This is an optimization exercise on Yosys and OpenROAD, whose aim is small area, not a production implementation. In this exercise RTL edits were held to simulation tests only and were not proved equivalent to the original. Power is estimated from default activity; no workload was simulated.

==> flow/design.v (excerpt) <==
module poly_unit(clk, resetn, go, data_in, data_result, hex0, hex1);
    input clk;
    input resetn;
    input go;
    input [7:0] data_in;
    output reg [7:0] data_result;
    output [6:0] hex0, hex1;
    reg [3:0] st;
    reg [7:0] a, r2, r3, q;
    wire [7:0] y;
    wire cyc  = st[3];
    wire cyc3 = st[3] & st[1] & st[0];    
    wire cyc4 = st[3] & st[2];
    wire sh   = ~st[3] & ~st[0] & go;      
    wire ldx  = st[2] & st[1];             
    wire adv  = cyc | (st[0] ^ go);
    always @(posedge clk) begin
        if (!resetn)
            st <= 4'd0;
        else if (cyc4)
            st <= 4'd0;
        else if (adv)
            st <= st + 4'd1;
    end
    always @(posedge clk) begin
        if (sh) begin
            q  <= data_in;
            r3 <= q;
        end
        if (sh | cyc3)
            r2 <= r3;
        if (sh | cyc3)
            a <= (ldx | cyc) ? y : 8'd0;
    end
    always @(posedge clk) begin
        if (!resetn)
            data_result <= 8'd0;
        else if (cyc4)
            data_result <= y;
    end
    mac8 u_mac(.m(a), .q(q), .k(r2), .y(y));
    hex7 h0(.h(data_result[3:0]), .s(hex0));
    hex7 h1(.h(data_result[7:4]), .s(hex1));
endmodule
Size: roughly 260 cells after synthesis, roughly 44 flip-flops, ~33 I/O pins.
clock: 6.0 ns
lec_check: 0
cap_margin: 20
core_margin: 2
core_utilization: 60
slew_margin: 20
standard.sh (not shown) runs the stock make flow with config.mk's settings and CLKGATE_MAP_FILE= SYNTH_SCRIPT=/design/flow/synth_recipe.tcl, a recipe that flattens the netlist after the stock synthesis.
==> flow/flow/run.sh <==
#!/bin/bash
# The standard layout (standard.sh) with these changes to how it is made:
#  - synthesis is the standard flow's own script (synth_recipe.tcl) with two changes:
#    Yosys's synth also skips its quick ABC pass (-noabc, besides -nofsm
#    -noshare), extract_fa extracts only full adders (-fa), and the final
#    ABC technology mapping runs flow/abc_area.script, an area-oriented
#    script. Registers are mapped before ABC, so they are the standard
#    synthesis's.
#  - the port buffers are sky130_fd_sc_hd__buf_1;
#  - the clock tree uses clkbuf_4 in clusters of at most 8 sinks, with no
#    dummy loads.
# Each tool's output goes to a log of its own in this folder.
set -euo pipefail
work=$(pwd)
{
  echo 'proc synth {args} { yosys synth -nofsm -noshare -noabc {*}$args }'
  cat <<TCL
proc extract_fa {args} { yosys extract_fa -fa {*}\$args }
proc abc {args} {
  set i [lsearch -exact \$args -script]
  if { \$i >= 0 } {
    set args [lreplace \$args \$i [expr {\$i + 1}] -script $work/flow/abc_area.script]
  }
  yosys abc {*}\$args
}
TCL
  # synth_recipe.tcl without its first line, the proc synth replaced above
  head -1 "$work/synth_recipe.tcl" | grep -q '^proc synth ' || { echo "unexpected synth_recipe.tcl" >&2; exit 1; }
  tail -n +2 "$work/synth_recipe.tcl"
} > "$work/area_synth.tcl"
args=("SYNTH_SCRIPT=$work/area_synth.tcl"
      "BUFFER_PORTS_ARGS=-buffer_cell sky130_fd_sc_hd__buf_1"
      "CTS_ARGS=-sink_clustering_enable -repair_clock_nets -dont_use_dummy_load -sink_clustering_size 50 -buf_list sky130_fd_sc_hd__clkbuf_8")
bash standard.sh "${args[@]}" synth > synth.log 2>&1
bash standard.sh "${args[@]}" finish > layout.log 2>&1
==> flow/flow/abc_area.script <==
strash
dc2
dch -f
map -a
mfs2
strash
dc2
dch -f
amap
Edit:
--- a/flow/flow/run.sh
+++ b/flow/flow/run.sh
@@ -32,3 +32,3 @@
       "BUFFER_PORTS_ARGS=-buffer_cell sky130_fd_sc_hd__buf_1"
-      "CTS_ARGS=-sink_clustering_enable -repair_clock_nets -dont_use_dummy_load -sink_clustering_size 50 -buf_list sky130_fd_sc_hd__clkbuf_8")
+      "CTS_ARGS=-sink_clustering_enable -repair_clock_nets -dont_use_dummy_load -sink_clustering_size 8 -buf_list sky130_fd_sc_hd__clkbuf_4")
 bash standard.sh "${args[@]}" synth > synth.log 2>&1
Clock-buffer cell count stays the same.
Cell area falls slightly.
Cell count is unchanged.
Setup slack improves by 9.8 ps.
Global-route usage falls by 0.11 points.
Sequential share of layout area rises by 0.51 points.
Total power falls by a few percent.
Sequential power is about the same.
Wire length stays flat.
Synthesized area does not change.

ember:
poly_unit, a different RTL version from the one above (not shown whole).
For scale: about 240 cells after synthesis, ~36 flip-flops, ~33 I/O pins, about 2300 um^2 of cells after synthesis.
==> flow/config.mk <==
export PLATFORM = sky130hd
export DESIGN_NAME = poly_unit
export DESIGN_NICKNAME = poly_unit
export VERILOG_FILES = /design/flow/design.v
export SDC_FILE = /design/flow/constraint.sdc
export NUM_CORES = 4
export LEC_CHECK = 0
export CAP_MARGIN = 0
export CORE_MARGIN = 2
export CORE_UTILIZATION = 60
export GPL_TIMING_DRIVEN = 0
export SLEW_MARGIN = 0
==> flow/constraint.sdc <==
create_clock -name core_clock -period 6.0 [get_ports {clk}]
set_input_delay 1.2000 -clock core_clock [delete_from_list [all_inputs] [get_ports {clk}]]
set_output_delay 1.2000 -clock core_clock [all_outputs]
set_load 0.01 [all_outputs]
==> flow/flow/run.sh <==
#!/bin/bash
# The standard layout (standard.sh) with these changes to how it is made:
#  - synthesis is the standard flow's own script (synth_recipe.tcl) with two changes:
#    Yosys's synth also skips its quick ABC pass (-noabc, besides -nofsm
#    -noshare), extract_fa extracts only full adders (-fa), and the final
#    ABC technology mapping runs flow/abc_area.script, an area-oriented
#    script. Registers are mapped before ABC, so they are the standard
#    synthesis's.
#  - the port buffers are sky130_fd_sc_hd__buf_1;
#  - the clock tree uses clkbuf_4 in clusters of at most 8 sinks, with no
#    dummy loads.
# Each tool's output goes to a log of its own in this folder.
set -euo pipefail
work=$(pwd)
{
  echo 'proc synth {args} { yosys synth -nofsm -noshare -noabc {*}$args }'
  cat <<TCL
proc extract_fa {args} { yosys extract_fa -fa {*}\$args }
proc abc {args} {
  set i [lsearch -exact \$args -script]
  if { \$i >= 0 } {
    set args [lreplace \$args \$i [expr {\$i + 1}] -script $work/flow/abc_area.script]
  }
  yosys abc {*}\$args
}
TCL
  # synth_recipe.tcl without its first line, the proc synth replaced above
  head -1 "$work/synth_recipe.tcl" | grep -q '^proc synth ' || { echo "unexpected synth_recipe.tcl" >&2; exit 1; }
  tail -n +2 "$work/synth_recipe.tcl"
} > "$work/area_synth.tcl"
args=("SYNTH_SCRIPT=$work/area_synth.tcl"
      "BUFFER_PORTS_ARGS=-buffer_cell sky130_fd_sc_hd__buf_1"
      "CTS_ARGS=-sink_clustering_enable -repair_clock_nets -dont_use_dummy_load -sink_clustering_size 12 -buf_list sky130_fd_sc_hd__clkbuf_4")
bash standard.sh "${args[@]}" synth > synth.log 2>&1
bash standard.sh "${args[@]}" finish > layout.log 2>&1
Scripts as last shown in full above: flow/flow/abc_area.script
Every stage of the flow completed for ember, and the final layout passed the timing, design-rule and antenna checks.
The following lists how maple was set up differently from ember:
# ember
export LEC_CHECK = 0
export CAP_MARGIN = 0
export CORE_MARGIN = 2
export CORE_UTILIZATION = 60
export GPL_TIMING_DRIVEN = 0
export SLEW_MARGIN = 0
create_clock -name core_clock -period 6.0 [get_ports {clk}]
# maple
export LEC_CHECK = 0
export CAP_MARGIN = 20
export CORE_MARGIN = 2
export CORE_UTILIZATION = 60
export SLEW_MARGIN = 20
create_clock -name core_clock -period 6.0 [get_ports {clk}]
diff --git a/flow/flow/run.sh b/flow/flow/run.sh
--- a/flow/flow/run.sh
+++ b/flow/flow/run.sh
@@ -31,5 +31,5 @@
 args=("SYNTH_SCRIPT=$work/area_synth.tcl"
       "BUFFER_PORTS_ARGS=-buffer_cell sky130_fd_sc_hd__buf_1"
-      "CTS_ARGS=-sink_clustering_enable -repair_clock_nets -dont_use_dummy_load -sink_clustering_size 12 -buf_list sky130_fd_sc_hd__clkbuf_4")
+      "CTS_ARGS=-sink_clustering_enable -repair_clock_nets -dont_use_dummy_load -sink_clustering_size 8 -buf_list sky130_fd_sc_hd__clkbuf_4")
 bash standard.sh "${args[@]}" synth > synth.log 2>&1
 bash standard.sh "${args[@]}" finish > layout.log 2>&1
Notes after the runs:
On fraction of power spent switching nets: maple sits above ember. Re synthesized cell count: no difference whatsoever between maple and ember. Looking at ember and maple, the required time at the worst-slack endpoint is a wash. ember has a higher data arrival time of the worst path than maple. For area used by sequential logic in the layout, maple and ember come out practically identical. On sequential share of layout area, ember tracks maple almost exactly. maple does better than ember on routed wire length. In maple, the number of stages on the worst setup path came out 2 above the value in ember. The run with more setup slack is maple; ember has less. On global routing usage on met3: maple sits below ember.

## port drivers added, routing unchanged
Ports are ideal in the flow. The routed layouts listed here were re-timed in OpenROAD. Step 1 assumes that a clkbuf_16 drives the clock port and a buf_2 every other input. Step 2, shift: input delay + t, output delay - t, t = (earliest + latest rising clock arrival at the registers) / 2. This alone moves slack from input paths to output paths. a / b / c = ideal / step 1 / step 2; a / b = the first two.
run	t, ns	slack for setup (ns)	worst setup path at the end	latest minus earliest clock arrival (ns)	pins driven straight from the clock port
the first run of note 1	0.309	1.280 / 1.280 / 1.280	register to register	0.008 / 0.007	1
the second run of note 1	0.367	1.290 / 1.290 / 1.290	register to register	0.015 / 0.015	1
ember	0.344	0.466 / 0.471 / 0.127	input to register	0.013 / 0.014	1
maple	0.348	0.682 / 0.682 / 0.406	input to register	0.009 / 0.009	1
After both steps setup and hold are still met in every run listed. For ember, which loses most, drivers alone change the setup slack by +0.005 ns; drivers and shift together by -0.339 ns.
